This is an optimization exercise on Yosys and OpenROAD, whose aim is small area, a short achievable clock period and few clock cycles, not a production implementation.
At most, simulation tests tie the RTL to the original design; equivalence was not proved.
No activity file was given, so power comes from the tool's default toggle rates.

==> inputs of job 5288 <==
// cpu8080
module cpu8080(addr,      
               data_in,   
               data_out,  
               readmem,   
               writemem,  
               intr,      
               inta,      
               reset,     
               clock);
==> flow/config.mk <==
export PLATFORM = sky130hd
export DESIGN_NAME = cpu8080
export DESIGN_NICKNAME = cpu8080
export VERILOG_FILES = /design/flow/design.v
export SDC_FILE = /design/flow/constraint.sdc
export NUM_CORES = 4
export LEC_CHECK = 0
export ABC_CLOCK_PERIOD_IN_PS = 4000
export CAP_MARGIN = 20
export CORE_MARGIN = 2
export CORE_UTILIZATION = 40
export PLACE_DENSITY = 0.6
export SETUP_SLACK_MARGIN = 2.5
export SLEW_MARGIN = 20
==> flow/constraint.sdc <==
create_clock -name core_clock -period 7.0 [get_ports {clock}]
set_input_delay 1.4000 -clock core_clock [delete_from_list [all_inputs] [get_ports {clock}]]
set_output_delay 1.4000 -clock core_clock [all_outputs]
set_load 0.01 [all_outputs]
run.sh (not shown) runs the stock make flow with config.mk's settings and CLKGATE_MAP_FILE= SYNTH_SCRIPT=/design/flow/synth_recipe.tcl, a recipe that flattens the netlist after the stock synthesis.
==> inputs of job 7089, as changes to job 5288 <==
--- a/flow/design.v
+++ b/flow/design.v
@@ -1,19 +1,21 @@
 `timescale 1ns / 1ps
 module cpu8080_ctl(st, ir, cond,
                    rd, wr, ia, fin, asel, dsel,
-                   aidx, bidx, aop, azero, bconst, bsp, bk);
+                   aidx, bidx, aop, azero, bconst, bsp, bk, isel, idec);
    input  [2:0] st;
    input  [7:0] ir;
    input        cond;
    output reg   rd, wr, ia, fin;
    output reg [6:0] asel;    
    output reg [8:0] dsel;    
    output reg [2:0] aidx, bidx, aop;
    output reg   azero, bconst, bsp;
    output reg [7:0] bk;
+   output reg [4:0] isel;    
+   output reg   idec;
    localparam S_EX = 3'd0, S_1 = 3'd1, S_2 = 3'd2, S_3 = 3'd3, S_4 = 3'd4,
               S_HALT = 3'd5, S_IA = 3'd6, S_F0 = 3'd7;
    wire [2:0] dd = ir[5:3];
    wire [2:0] ss = ir[2:0];
    wire [1:0] rp = ir[5:4];
    wire g0 = ir[7:6] == 2'b00;
@@ -31,12 +33,13 @@
    wire i_ldax  = g0 && !ir[5] && ir[3:0] == 4'hA;
    wire i_shld  = ir == 8'h22;
    wire i_lhld  = ir == 8'h2A;
    wire i_sta   = ir == 8'h32;
    wire i_lda   = ir == 8'h3A;
    wire i_incdec= g0 && ir[2:1] == 2'b10;
+   wire i_incx  = g0 && ir[2:0] == 3'd3;
    wire i_indm  = i_incdec && dd == 3'd6;
    wire i_mvi   = g0 && ss == 3'd6;
    wire i_mvim  = i_mvi && dd == 3'd6;
    wire i_daa   = ir == 8'h27;
    wire i_cma   = ir == 8'h2F;
    wire i_rcc   = g3 && ss == 3'd0;
@@ -106,12 +109,21 @@
          end
          default: fin = 1'b1;  
       endcase
       if (fin) begin rd = 1'b1; asel = 7'd1; end
    end
    always @* begin
+      isel = 5'b00001; idec = 1'b0;
+      if (i_incx) begin
+         isel = 5'b00000; isel[rp == 2'd3 ? 0 : rp + 1] = 1'b1;
+         idec = ir[3];
+      end else if (i_shld || i_lhld) isel = 5'b10000;
+      else if (i_push || i_rst || i_callx) idec = 1'b1;
+      else if (i_xthl) idec = st[1];
+   end
+   always @* begin
       aidx = 3'd7; bidx = ss; aop = dd; azero = 1'b0; bconst = 1'b0;
       bsp = 1'b0; bk = 8'h01;
       if (i_movrr || i_xthl) begin           
          azero = 1'b1; aop = 3'd6;
          if (i_xthl) bidx = 3'd6;
       end else if (i_incdec) begin
@@ -217,12 +229,14 @@
    reg        rd, wr, ia, fin;
    reg  [6:0] asel;
    reg  [8:0] dsel;
    reg  [2:0] aidx, bidx, aop;
    reg        azero, bconst, bsp;
    reg  [7:0] bk;
+   reg  [4:0] isel;
+   reg        idec;
    wire ex     = st == S_EX;
    wire ei_eff = ei & ~(ex & i_di);
    wire take   = intr & ei_eff;
    reg  [2:0] st_n;
    always @* begin
       if (fin) st_n = take ? S_IA : S_EX;
@@ -240,85 +254,109 @@
    wire       n_rd, n_wr, n_ia, n_fin;
    wire [6:0] n_asel;
    wire [8:0] n_dsel;
    wire [2:0] n_aidx, n_bidx, n_aop;
    wire       n_azero, n_bconst, n_bsp;
    wire [7:0] n_bk;
+   wire [4:0] n_isel;
+   wire       n_idec;
    cpu8080_ctl nxt(.st(st_n), .ir(ir_n), .cond(cond),
                    .rd(n_rd), .wr(n_wr), .ia(n_ia), .fin(n_fin),
                    .asel(n_asel), .dsel(n_dsel),
                    .aidx(n_aidx), .bidx(n_bidx), .aop(n_aop),
-                   .azero(n_azero), .bconst(n_bconst), .bsp(n_bsp), .bk(n_bk));
+                   .azero(n_azero), .bconst(n_bconst), .bsp(n_bsp), .bk(n_bk),
+                   .isel(n_isel), .idec(n_idec));
    always @(posedge clock) begin
       if (reset) begin
          rd <= 1'b1; wr <= 1'b0; ia <= 1'b0; fin <= 1'b1; asel <= 7'd1;
          dsel <= 9'd0;
       end else begin
          rd <= n_rd; wr <= n_wr; ia <= n_ia; fin <= n_fin; asel <= n_asel;
          dsel <= n_dsel;
       end
       aidx <= n_aidx; bidx <= n_bidx; aop <= n_aop; azero <= n_azero;
       bconst <= n_bconst; bsp <= n_bsp; bk <= n_bk;
+      isel <= n_isel; idec <= n_idec;
    end
    reg [7:0] ra, rb;
    always @* case (aidx)
       3'd0: ra = B; 3'd1: ra = C; 3'd2: ra = D; 3'd3: ra = E;
       3'd4: ra = H; 3'd5: ra = L; 3'd6: ra = Z; default: ra = A;
    endcase
    always @* case (bidx)
       3'd0: rb = B; 3'd1: rb = C; 3'd2: rb = D; 3'd3: rb = E;
       3'd4: rb = H; 3'd5: rb = L; 3'd6: rb = Z; default: rb = A;
    endcase
    wire [7:0] aa = azero ? 8'd0 : ra;
    wire [7:0] bb = bconst ? bk : bsp ? (st[0] ? SP[15:8] : SP[7:0]) : rb;
+   function [8:0] carries;
+      input [7:0] g;
+      input [7:0] p;
+      input       cin;
+      reg   [7:0] gg, pp;
+      integer     lv, i, j;
+      begin
+         gg = g; pp = p;
+         for (lv = 0; lv < 3; lv = lv + 1)
+            for (i = 0; i < 8; i = i + 1)
+               if (i & (1 << lv)) begin
+                  j = (i & ~((2 << lv) - 1)) + (1 << lv) - 1;
+                  gg[i] = gg[i] | (pp[i] & gg[j]);
+                  pp[i] = pp[i] & pp[j];
+               end
+         carries[0] = cin;
+         for (i = 0; i < 8; i = i + 1)
+            carries[i + 1] = gg[i] | (pp[i] & cin);
+      end
+   endfunction
    wire       asub = aop == 3'd2 || aop == 3'd3 || aop == 3'd7;
    wire       acin = aop == 3'd1 ? fCY : aop == 3'd3 ? ~fCY : asub;
    wire [7:0] bx   = bb ^ {8{asub}};
-   wire [4:0] slo  = {1'b0, aa[3:0]} + {1'b0, bx[3:0]} + {4'd0, acin};
-   wire [4:0] shi  = {1'b0, aa[7:4]} + {1'b0, bx[7:4]} + {4'd0, slo[4]};
+   wire [7:0] ap   = aa ^ bx;
+   wire [7:0] ag   = aa & bx;
+   wire [8:0] cy   = carries(ag, ap, acin);
+   wire [7:0] sum  = ap ^ cy[7:0];
    wire       arith = !aop[2] || aop == 3'd7;
-   reg  [7:0] ares;
-   always @* case (aop)
-      3'd4: ares = aa & bb;
-      3'd5: ares = aa ^ bb;
-      3'd6: ares = aa | bb;
-      default: ares = {shi[3:0], slo[3:0]};
+   reg  [7:0] lres;
+   always @* case (aop[1:0])
+      2'd0: lres = aa & bb;
+      2'd1: lres = aa ^ bb;
+      default: lres = aa | bb;
    endcase
-   wire a_cy = arith & (shi[4] ^ asub);
-   wire a_ac = arith & (slo[4] ^ asub);
+   wire [7:0] ares = arith ? sum : lres;
+   wire a_cy = arith & (cy[8] ^ asub);
+   wire a_ac = arith & (cy[4] ^ asub);
    wire a_z  = ares == 8'd0;
-   wire a_p  = ~^ares;
-   wire c8   = shi[4];        
+   wire a_p  = arith ? ~(^ap ^ ^cy[7:0]) : ~^lres;
+   wire c8   = cy[8];         
    reg [7:0] rres;
    reg       rcy;
    always @* case (IR[4:3])
       2'd0: begin rres = {A[6:0], A[7]}; rcy = A[7]; end
       2'd1: begin rres = {A[0], A[7:1]}; rcy = A[0]; end
       2'd2: begin rres = {A[6:0], fCY};  rcy = A[7]; end
       default: begin rres = {fCY, A[7:1]}; rcy = A[0]; end
    endcase
    wire daa1 = (A[3:0] > 4'd9) || fAC;
    wire daa2 = (A[7:4] > 4'd9) || fCY;
-   reg  [15:0] idu_in;
-   reg         idu_dec;
-   always @* begin
-      idu_in = SP; idu_dec = 1'b0;
-      if (i_incx) begin
-         case (rp)
-            2'd0: idu_in = {B, C};
-            2'd1: idu_in = {D, E};
-            2'd2: idu_in = {H, L};
-            default: idu_in = SP;
-         endcase
-         idu_dec = IR[3];
-      end else if (i_shld || i_lhld) idu_in = WZ;
-      else if (i_push || i_rst || i_callx) idu_dec = 1'b1;
-      else if (i_xthl) idu_dec = st[1];
-   end
-   wire [15:0] idu = idu_dec ? idu_in - 16'd1 : idu_in + 16'd1;
-   wire [15:0] pcinc = PC + 16'd1;
+   function [15:0] incdec16;
+      input [15:0] x;
+      input        dec;
+      integer      i;
+      reg   [15:0] y;
+      begin
+         y = x ^ {16{dec}};
+         for (i = 0; i < 16; i = i + 1)
+            incdec16[i] = x[i] ^ ((y & ((16'd1 << i) - 16'd1)) == ((16'd1 << i) - 16'd1));
+      end
+   endfunction
+   wire [15:0] idu_in = ({16{isel[0]}} & SP) | ({16{isel[1]}} & {B, C}) |
+                        ({16{isel[2]}} & {D, E}) | ({16{isel[3]}} & {H, L}) |
+                        ({16{isel[4]}} & WZ);
+   wire [15:0] idu = incdec16(idu_in, idec);
+   wire [15:0] pcinc = incdec16(PC, 1'b0);
    wire [15:0] spm2 = SP - 16'd2;
    assign addr = ({16{asel[0]}} & PC) | ({16{asel[1]}} & {H, L}) |
                  ({16{asel[2]}} & {B, C}) | ({16{asel[3]}} & {D, E}) |
                  ({16{asel[4]}} & SP) | ({16{asel[5]}} & spm2) |
                  ({16{asel[6]}} & WZ);
    wire [7:0] flagbyte = { fS, fZ, 1'b0, fAC, 1'b0, fP, 1'b1, fCY };
==> summary.txt <==
|  | job 5288 | job 7089 |
|---|---|---|
| Run status | no timing/DRC/antenna violations | no timing/DRC/antenna violations |
| WS Path Type | reg2reg | reg2out |
| Setup Slack @ Placement | 1.38 ns | 1.91 ns |
| Total number of sequential cells | 158 | 164 |
| Detailed router's first-iteration violation count | 2834 | 3634 |
| Number of iterations in the first detailed-routing pass | 6 | 10 |
| Wire length on met3 | 12.9 mm | 12.7 mm |
| Part of the cycle the worst path needs | 72.9% | 65.0% |
| Sequential portion of the cell area | 19.3% | 21.1% |
| Share of cell area taken by multi-input logic gates | 63.1% | 64.9% |
| Fin cells | 2715 | 2659 |
| Final routed wire length divided by cell count | 33.4 um | 33.6 um |
| Global Route met1 Usage | 53.2% | 55.1% |
| Layout Skew | 0.0161 ns | 0.0145 ns |
| Leakage | 0.00728 uW | 0.00642 uW |
| Critical Path End | fP | data_out[4] |
| Gates resized, CTS repair | 102 | 22 |
| Non-Clock Inverter Count | 61 | 51 |
| Synthesized instance count | 2119 | 2167 |
| Final critical-path setup slack | 1.90 ns | 2.45 ns |
| Stage delay of the slowest cell on the critical path | 0.50 ns | 0.55 ns |
| Internal reg-to-reg setup slack | 1.90 ns | 2.51 ns |
| Number of storage elements in the synthesis netlist | 158 | 164 |
No run of this note included a check of the RTL's function; only the layout flow was run.


==> inputs of cedar <==
cpu8080, a different RTL version from the one above (not shown whole).
export LEC_CHECK = 0
export CAP_MARGIN = 20
export CORE_MARGIN = 2
export CORE_UTILIZATION = 40
export PLACE_DENSITY = 0.6
export SETUP_SLACK_MARGIN = 3.15
export SLEW_MARGIN = 20
create_clock -name core_clock -period 7.0 [get_ports {clock}]
==> fjord (differences from cedar) <==
--- a/flow/design.v
+++ b/flow/design.v
@@ -403,30 +403,32 @@
       arith <= !n_aop[2] || n_aop == 3'd7;
       ci_cy <= n_aop == 3'd1;
       ci_ncy <= n_aop == 3'd3;
       isel <= n_isel; idec <= n_idec; wdin <= n_wdin; wrot <= n_wrot;
    end
    wire daa1 = (A[3:0] > 4'd9) || fAC;
    wire daa2 = (A[7:4] > 4'd9) || fCY;
-   reg  [7:0] kv;
-   always @* case (bk)
-      2'd0: kv = 8'h01;
-      2'd1: kv = daa1 ? 8'h06 : 8'h00;
-      2'd2: kv = daa2 ? 8'h60 : 8'h00;
-      default: kv = 8'hFF;
-   endcase
+   reg  [7:0] kvr;            
+   reg        kdaa1, kdaa2;    
+   always @(posedge clock) begin
+      kvr <= n_bk == 2'd0 ? 8'h01 : n_bk == 2'd1 ? 8'h06 :
+             n_bk == 2'd2 ? 8'h60 : 8'hFF;
+      kdaa1 <= n_bk == 2'd1;
+      kdaa2 <= n_bk == 2'd2;
+   end
+   wire       kon = ~(kdaa1 & ~daa1) & ~(kdaa2 & ~daa2);
    wire [7:0] aa = ({8{asrc[0]}} & B) | ({8{asrc[1]}} & C) |
                    ({8{asrc[2]}} & D) | ({8{asrc[3]}} & E) |
                    ({8{asrc[4]}} & H) | ({8{asrc[5]}} & L) |
                    ({8{asrc[6]}} & Z) | ({8{asrc[7]}} & A);
    wire [7:0] rb = ({8{bsrc[0]}} & B) | ({8{bsrc[1]}} & C) |
                    ({8{bsrc[2]}} & D) | ({8{bsrc[3]}} & E) |
                    ({8{bsrc[4]}} & H) | ({8{bsrc[5]}} & L) |
                    ({8{bsrc[6]}} & Z) | ({8{bsrc[7]}} & A);
-   wire [7:0] bb = rb | ({8{bsrc[8]}} & kv) | ({8{bsrc[9]}} & SP[7:0]) |
+   wire [7:0] bb = rb | ({8{bsrc[8] & kon}} & kvr) | ({8{bsrc[9]}} & SP[7:0]) |
                    ({8{bsrc[10]}} & SP[15:8]);
    function [8:0] carries;
       input [7:0] g;
       input [7:0] p;
       input       cin;
       reg   [7:0] gg, pp;
       integer     lv, i, j;
@@ -507,32 +509,32 @@
    wire fS_o  = fl_pop ? data_in[7] : fS;
    wire fZ_o  = fl_pop ? data_in[6] : fZ;
    wire fP_o  = fl_pop ? data_in[2] : fP;
    wire fAC_o = fl_pop ? data_in[4] : fAC;
    wire fCY_o = fl_pop ? data_in[0] : fl_rot ? rcy : fl_stc ? 1'b1 :
                 fl_cmc ? ~fCY : fCY;
    always @(posedge clock) begin
-      if (wsel[0]) B <= wv;
-      if (wsel[1]) C <= wv;
-      if (wsel[2]) D <= wv;
-      if (wsel[3]) E <= wv;
-      if (wsel[4]) H <= wv;
-      if (wsel[5]) L <= wv;
-      if (wsel[6]) Z <= wv;
-      if (wsel[7]) A <= wv;
       if (pairw) begin
          case (rp)
             2'd0: {B, C} <= idu;
             2'd1: {D, E} <= idu;
             default: {H, L} <= idu;
          endcase
       end
       if (xchg) begin D <= H; E <= L; H <= D; L <= E; end
       if (wload) W <= data_in;
       if (wzinc) {W, Z} <= idu;
+      if (wsel[0]) B <= wv;
+      if (wsel[1]) C <= wv;
+      if (wsel[2]) D <= wv;
+      if (wsel[3]) E <= wv;
+      if (wsel[4]) H <= wv;
+      if (wsel[5]) L <= wv;
+      if (wsel[6]) Z <= wv;
+      if (wsel[7]) A <= wv;
       fS  <= fl_szp ? ares[7] : fS_o;
       fZ  <= fl_szp ? a_z : fZ_o;
       fP  <= fl_szp ? a_p : fP_o;
       fAC <= fl_szp ? a_ac : fl_ac8 ? c8 : fAC_o;
       fCY <= fl_cya ? a_cy : fCY_o;
       if (reset) begin
          st <= S_F0;
Settings changed: CORE_UTILIZATION 40 to 50, PLACE_DENSITY 0.6 to 0.65, SETUP_SLACK_MARGIN 3.15 to 3.0.
==> willow (differences from cedar) <==
--- a/flow/design.v
+++ b/flow/design.v
@@ -80,15 +80,15 @@
       rd = 1'b0; wr = 1'b0; ia = 1'b0; fin = 1'b0;
       asel = 7'd0; dsel = 11'd0;
       case (st)
          S_F0: fin = 1'b1;
          S_IA: ia = 1'b1;
          S_HALT: ;
          S_EX: begin
-            if (i_hlt || i_dad || i_daa) ;
+            if (i_hlt || i_dad || i_daa || i_pchl) ;
             else if (i_movrm || i_alum || i_indm) begin rd = 1'b1; asel[P_HL] = 1'b1; end
             else if (i_movmr) begin wr = 1'b1; asel[P_HL] = 1'b1; dsel[ss] = 1'b1; end
             else if (i_alui || i_mvi || i_lxi || i_imm2) begin rd = 1'b1; asel[P_PC] = 1'b1; end
             else if (i_stax) begin wr = 1'b1; asel[P_DE] = ir[4]; asel[P_BC] = !ir[4]; dsel[Q_A] = 1'b1; end
             else if (i_ldax) begin rd = 1'b1; asel[P_DE] = ir[4]; asel[P_BC] = !ir[4]; end
             else if (i_ret || i_rcc || i_pop || i_xthl) begin rd = 1'b1; asel[P_SP] = 1'b1; end
             else if (i_push) begin wr = 1'b1; asel[P_SM2] = 1'b1; dsel[q_pl] = 1'b1; end
@@ -119,26 +119,22 @@
             else if (i_lhld) begin rd = 1'b1; asel[P_WZ] = 1'b1; end
             else if (i_callx) begin wr = 1'b1; asel[P_SP] = 1'b1; dsel[Q_PCH] = 1'b1; end
             else if (i_xthl) begin wr = 1'b1; asel[P_SP] = 1'b1; dsel[Q_H] = 1'b1; end
             else fin = 1'b1;
          end
          default: fin = 1'b1;  
       endcase
-      if (fin) begin
-         rd = 1'b1;
-         asel = (st == S_EX && i_pchl) ? 7'd2 : 7'd1;    
-      end
+      if (fin) begin rd = 1'b1; asel = 7'd1; end
    end
    always @* begin
       isel = 5'b00001; idec = 1'b0;
       if (i_incx) begin
          isel = 5'b00000; isel[rp == 2'd3 ? 0 : rp + 1] = 1'b1;
          idec = ir[3];
       end else if (i_shld || i_lhld) isel = 5'b10000;
-      else if (i_pchl) isel = 5'b01000;
       else if (i_push || i_rst || i_callx) idec = 1'b1;
       else if (i_xthl) idec = st[1];
    end
    reg [2:0] aidx, bidx;
    reg       azero, bconst, bsp;
    always @* begin
       aidx = 3'd7; bidx = ss; aop = dd; azero = 1'b0; bconst = 1'b0;
@@ -310,26 +306,26 @@
    reg        fl_alu, fl_szpa, fl_cy8, fl_ac8, fl_pop, fl_rot, fl_stc, fl_cmc;
    reg        pairw, xchg, wload, wzinc;
    wire ex     = st == S_EX;
    wire ei_eff = ei & ~(ex & i_di);
    wire take   = intr & ei_eff;
    reg  [2:0] st_n;
    always @* begin
-      if (fin) st_n = S_EX;
+      if (fin) st_n = take ? S_IA : S_EX;
       else case (st)
          S_EX:   st_n = i_hlt ? S_HALT : S_1;
          S_1:    st_n = S_2;
          S_2:    st_n = S_3;
          S_3:    st_n = S_4;
          S_HALT: st_n = (intr && ei) ? S_IA : S_HALT;
          S_IA:   st_n = S_EX;
          default: st_n = S_EX;
       endcase
    end
-   wire       go_ia = st == S_HALT & intr & ei;
+   wire       go_ia = (fin & take) | (st == S_HALT & intr & ei);
    wire       newi  = fin | (st == S_IA);
    wire [2:0] st_a  = newi ? S_EX : (st == S_EX && i_hlt) ? S_HALT :
                       st == S_HALT ? S_HALT : st + 3'd1;
    wire [7:0] ir_n  = newi ? data_in : IR;
    wire       n_rd, n_wr, n_ia, n_fin;
    wire [6:0] n_asel;
    wire [10:0] n_dsel;
@@ -494,17 +490,17 @@
    wire [7:0] flagbyte = { fS, fZ, 1'b0, fAC, 1'b0, fP, 1'b1, fCY };
    assign data_out = ({8{dsel[0]}} & B) | ({8{dsel[1]}} & C) |
                      ({8{dsel[2]}} & D) | ({8{dsel[3]}} & E) |
                      ({8{dsel[4]}} & H) | ({8{dsel[5]}} & L) |
                      ({8{dsel[6]}} & Z) | ({8{dsel[7]}} & A) |
                      ({8{dsel[8]}} & flagbyte) | ({8{dsel[9]}} & PC[7:0]) |
                      ({8{dsel[10]}} & PC[15:8]);
-   assign readmem  = rd & ~(fin & take);
+   assign readmem  = rd;
    assign writemem = wr;
-   assign inta     = ia | (fin & take);
+   assign inta     = ia;
    wire [7:0] wv = wdin ? data_in : wrot ? rres : ares;
    wire fl_szp = fl_alu | fl_szpa;
    wire fl_cya = fl_alu | fl_cy8;        
    wire fS_o  = fl_pop ? data_in[7] : fS;
    wire fZ_o  = fl_pop ? data_in[6] : fZ;
    wire fP_o  = fl_pop ? data_in[2] : fP;
    wire fAC_o = fl_pop ? data_in[4] : fAC;
@@ -537,22 +533,25 @@
       if (reset) begin
          st <= S_F0;
          PC <= 16'd0;
          ei <= 1'b1;
       end else begin
          st <= st_n;
          if (fin) begin
-            IR <= data_in;
-            PC <= (ex & i_pchl) ? idu : pcinc;
+            if (!take) begin
+               IR <= data_in;
+               PC <= pcinc;
+            end
             ei <= (ex & i_ei) | (ei_eff & ~take);
          end else case (st)
          S_EX: begin
             if (i_alui || i_mvi || i_lxi || i_imm2) PC <= pcinc;
             if (i_lxi && rp == 2'd3) SP[7:0] <= data_in;
             if (i_retx || i_pop || i_push || i_rst) SP <= idu;
+            if (i_pchl) PC <= {H, L};
          end
          S_1: begin
             if (i_lxi && rp == 2'd3) SP[15:8] <= data_in;
             if (i_lxi || i_shld || i_lhld || i_sta || i_lda || i_call || i_ccc ||
                 (i_jcc && !cond)) PC <= pcinc;
             if (i_jmp || (i_jcc && cond) || i_retx) PC <= {data_in, Z};
             if (i_retx || i_pop || i_xthl || i_push || i_rst) SP <= idu;
Settings changed: ABC_AREA set to 1, SETUP_SLACK_MARGIN 3.15 to 3.5.
==> yarrow (differences from cedar) <==
--- a/flow/design.v
+++ b/flow/design.v
@@ -80,15 +80,15 @@
       rd = 1'b0; wr = 1'b0; ia = 1'b0; fin = 1'b0;
       asel = 7'd0; dsel = 11'd0;
       case (st)
          S_F0: fin = 1'b1;
          S_IA: ia = 1'b1;
          S_HALT: ;
          S_EX: begin
-            if (i_hlt || i_dad || i_daa) ;
+            if (i_hlt || i_dad || i_daa || i_pchl) ;
             else if (i_movrm || i_alum || i_indm) begin rd = 1'b1; asel[P_HL] = 1'b1; end
             else if (i_movmr) begin wr = 1'b1; asel[P_HL] = 1'b1; dsel[ss] = 1'b1; end
             else if (i_alui || i_mvi || i_lxi || i_imm2) begin rd = 1'b1; asel[P_PC] = 1'b1; end
             else if (i_stax) begin wr = 1'b1; asel[P_DE] = ir[4]; asel[P_BC] = !ir[4]; dsel[Q_A] = 1'b1; end
             else if (i_ldax) begin rd = 1'b1; asel[P_DE] = ir[4]; asel[P_BC] = !ir[4]; end
             else if (i_ret || i_rcc || i_pop || i_xthl) begin rd = 1'b1; asel[P_SP] = 1'b1; end
             else if (i_push) begin wr = 1'b1; asel[P_SM2] = 1'b1; dsel[q_pl] = 1'b1; end
@@ -119,26 +119,22 @@
             else if (i_lhld) begin rd = 1'b1; asel[P_WZ] = 1'b1; end
             else if (i_callx) begin wr = 1'b1; asel[P_SP] = 1'b1; dsel[Q_PCH] = 1'b1; end
             else if (i_xthl) begin wr = 1'b1; asel[P_SP] = 1'b1; dsel[Q_H] = 1'b1; end
             else fin = 1'b1;
          end
          default: fin = 1'b1;  
       endcase
-      if (fin) begin
-         rd = 1'b1;
-         asel = (st == S_EX && i_pchl) ? 7'd2 : 7'd1;    
-      end
+      if (fin) begin rd = 1'b1; asel = 7'd1; end
    end
    always @* begin
       isel = 5'b00001; idec = 1'b0;
       if (i_incx) begin
          isel = 5'b00000; isel[rp == 2'd3 ? 0 : rp + 1] = 1'b1;
          idec = ir[3];
       end else if (i_shld || i_lhld) isel = 5'b10000;
-      else if (i_pchl) isel = 5'b01000;
       else if (i_push || i_rst || i_callx) idec = 1'b1;
       else if (i_xthl) idec = st[1];
    end
    reg [2:0] aidx, bidx;
    reg       azero, bconst, bsp;
    always @* begin
       aidx = 3'd7; bidx = ss; aop = dd; azero = 1'b0; bconst = 1'b0;
@@ -310,26 +306,26 @@
    reg        fl_alu, fl_szpa, fl_cy8, fl_ac8, fl_pop, fl_rot, fl_stc, fl_cmc;
    reg        pairw, xchg, wload, wzinc;
    wire ex     = st == S_EX;
    wire ei_eff = ei & ~(ex & i_di);
    wire take   = intr & ei_eff;
    reg  [2:0] st_n;
    always @* begin
-      if (fin) st_n = S_EX;
+      if (fin) st_n = take ? S_IA : S_EX;
       else case (st)
          S_EX:   st_n = i_hlt ? S_HALT : S_1;
          S_1:    st_n = S_2;
          S_2:    st_n = S_3;
          S_3:    st_n = S_4;
          S_HALT: st_n = (intr && ei) ? S_IA : S_HALT;
          S_IA:   st_n = S_EX;
          default: st_n = S_EX;
       endcase
    end
-   wire       go_ia = st == S_HALT & intr & ei;
+   wire       go_ia = (fin & take) | (st == S_HALT & intr & ei);
    wire       newi  = fin | (st == S_IA);
    wire [2:0] st_a  = newi ? S_EX : (st == S_EX && i_hlt) ? S_HALT :
                       st == S_HALT ? S_HALT : st + 3'd1;
    wire [7:0] ir_n  = newi ? data_in : IR;
    wire       n_rd, n_wr, n_ia, n_fin;
    wire [6:0] n_asel;
    wire [10:0] n_dsel;
@@ -494,17 +490,17 @@
    wire [7:0] flagbyte = { fS, fZ, 1'b0, fAC, 1'b0, fP, 1'b1, fCY };
    assign data_out = ({8{dsel[0]}} & B) | ({8{dsel[1]}} & C) |
                      ({8{dsel[2]}} & D) | ({8{dsel[3]}} & E) |
                      ({8{dsel[4]}} & H) | ({8{dsel[5]}} & L) |
                      ({8{dsel[6]}} & Z) | ({8{dsel[7]}} & A) |
                      ({8{dsel[8]}} & flagbyte) | ({8{dsel[9]}} & PC[7:0]) |
                      ({8{dsel[10]}} & PC[15:8]);
-   assign readmem  = rd & ~(fin & take);
+   assign readmem  = rd;
    assign writemem = wr;
-   assign inta     = ia | (fin & take);
+   assign inta     = ia;
    wire [7:0] wv = wdin ? data_in : wrot ? rres : ares;
    wire fl_szp = fl_alu | fl_szpa;
    wire fl_cya = fl_alu | fl_cy8;        
    wire fS_o  = fl_pop ? data_in[7] : fS;
    wire fZ_o  = fl_pop ? data_in[6] : fZ;
    wire fP_o  = fl_pop ? data_in[2] : fP;
    wire fAC_o = fl_pop ? data_in[4] : fAC;
@@ -537,22 +533,25 @@
       if (reset) begin
          st <= S_F0;
          PC <= 16'd0;
          ei <= 1'b1;
       end else begin
          st <= st_n;
          if (fin) begin
-            IR <= data_in;
-            PC <= (ex & i_pchl) ? idu : pcinc;
+            if (!take) begin
+               IR <= data_in;
+               PC <= pcinc;
+            end
             ei <= (ex & i_ei) | (ei_eff & ~take);
          end else case (st)
          S_EX: begin
             if (i_alui || i_mvi || i_lxi || i_imm2) PC <= pcinc;
             if (i_lxi && rp == 2'd3) SP[7:0] <= data_in;
             if (i_retx || i_pop || i_push || i_rst) SP <= idu;
+            if (i_pchl) PC <= {H, L};
          end
          S_1: begin
             if (i_lxi && rp == 2'd3) SP[15:8] <= data_in;
             if (i_lxi || i_shld || i_lhld || i_sta || i_lda || i_call || i_ccc ||
                 (i_jcc && !cond)) PC <= pcinc;
             if (i_jmp || (i_jcc && cond) || i_retx) PC <= {data_in, Z};
             if (i_retx || i_pop || i_xthl || i_push || i_rst) SP <= idu;
Settings changed: SETUP_SLACK_MARGIN 3.15 to 3.0.
==> summary.txt <==
|  | yarrow | willow | cedar | fjord |
|---|---|---|---|---|
| Number of fill cells in the layout | 3825 | 4447 | 4095 | 2865 |
| Lkg Pwr | 6.962 nW | 9.634 nW | 7.634 nW | 7.591 nW |
| Antenna violations before repair | 2 | 6 | 2 | 5 |
| Number of enable-type register cells in the synthesized netlist | 53 | 53 | 53 | 101 |
| Number of clock sinks seen by CTS | 198 | 198 | 198 | 202 |
| Max IR drop VDD | 0.0006170 V | 0.0009828 V | 0.0008536 V | 0.0004812 V |
| Status | no timing/DRC/antenna violations | no timing/DRC/antenna violations | no timing/DRC/antenna violations | no timing/DRC/antenna violations |
| Power in the clock group | 1.04 mW | 1.12 mW | 1.08 mW | 1.31 mW |
| Worst Hold Slack | 0.4771 ns | 0.5243 ns | 0.5389 ns | 0.5548 ns |
| Clock slew at reported path FFs | 0.08 ns | 0.08 ns | 0.09 ns | 0.06 ns |
| Portion of the layout cell area used by non-clock buffers | 0.08309 | 0.08239 | 0.09025 | 0.1088 |
| Worst path depth | 6 | 14 | 19 | 10 |
| Detailed-routing wirelength on met1 | 30050 um | 37370 um | 34720 um | 29990 um |
| Worst setup timing slack at the placement stage | 1.401 ns | 1.828 ns | 1.713 ns | 1.357 ns |
| Core occupancy in the finished layout | 0.4813 | 0.4972 | 0.4838 | 0.6291 |
| Chip Width | 202.6 um | 211.9 um | 208.7 um | 185.0 um |
| Post-synthesis to final-layout area growth | 18.48% | 23.34% | 20.24% | 24.37% |
| Part of the total power dissipated in sequential elements | 0.218 | 0.208 | 0.217 | 0.225 |
| Count of non-filler cells in the finished layout | 2587 | 3484 | 2728 | 2622 |
| Pwr per Cell Area | 574.9 nW/um2 | 498.1 nW/um2 | 542.2 nW/um2 | 449.3 nW/um2 |
| Sw frac | 0.4963 | 0.5351 | 0.5019 | 0.4915 |
| Area share of the largest cell type after synthesis | 0.1840 | 0.1711 | 0.1731 | 0.1852 |
| Wire length after detailed routing | 81160 um | 102600 um | 92930 um | 83890 um |
| Grt met2 use | 0.5832 | 0.6682 | 0.6353 | 0.6643 |
| Last element of the critical path | asel[1] | fP | D[7] | addr[11] |
Testbench counts of willow, summed over its fixed seeds: cycles 103,935.
Testbench counts of yarrow, summed over its fixed seeds: cycles 103,935.
Function not checked in cedar and fjord: the RTL went through the layout flow alone.

## static timing again, ports no longer ideal
Ports are ideal in the flow. The routed layouts listed here were re-timed in OpenROAD. Step 1 assumes that a clkbuf_16 drives the clock port and a buf_2 every other input. Step 2 times the ports against the registers' clock, not the clock port: input delays grow and output delays shrink by t, the midpoint of the rising clock arrivals with the driver on. Three values: no drivers, after step 1, after step 2; two values: the first two.
| run | shift t [ns] | slack for setup (ns) | worst hold slack (ns) | worst setup path at the end | slew at the worst register clock pin (ns) |
|---|---|---|---|---|---|
| job 5288 | 0.530 | 1.897 / 1.897 / 1.897 | 0.574 / 0.574 / 0.574 | register to register | 0.08 / 0.08 |
| job 7089 | 0.562 | 2.453 / 2.393 / 2.148 | 0.549 / 0.549 / 0.549 | input to register | 0.08 / 0.08 |
| cedar | 0.560 | 2.824 / 2.821 / 2.648 | 0.539 / 0.539 / 0.539 | input to register | 0.09 / 0.09 |
| fjord | 0.611 | 2.812 / 2.759 / 2.480 | 0.555 / 0.555 / 0.555 | input to register | 0.06 / 0.06 |
| willow | 0.566 | 3.007 / 3.007 / 2.977 | 0.524 / 0.524 / 0.524 | input to register | 0.09 / 0.09 |
| yarrow | 0.557 | 3.020 / 2.965 / 2.494 | 0.477 / 0.477 / 0.477 | input to register | 0.09 / 0.09 |
After both steps every run listed still meets setup and hold. The setup slack of yarrow, which loses most, moves by -0.055 ns with the drivers and by -0.526 ns with both steps.
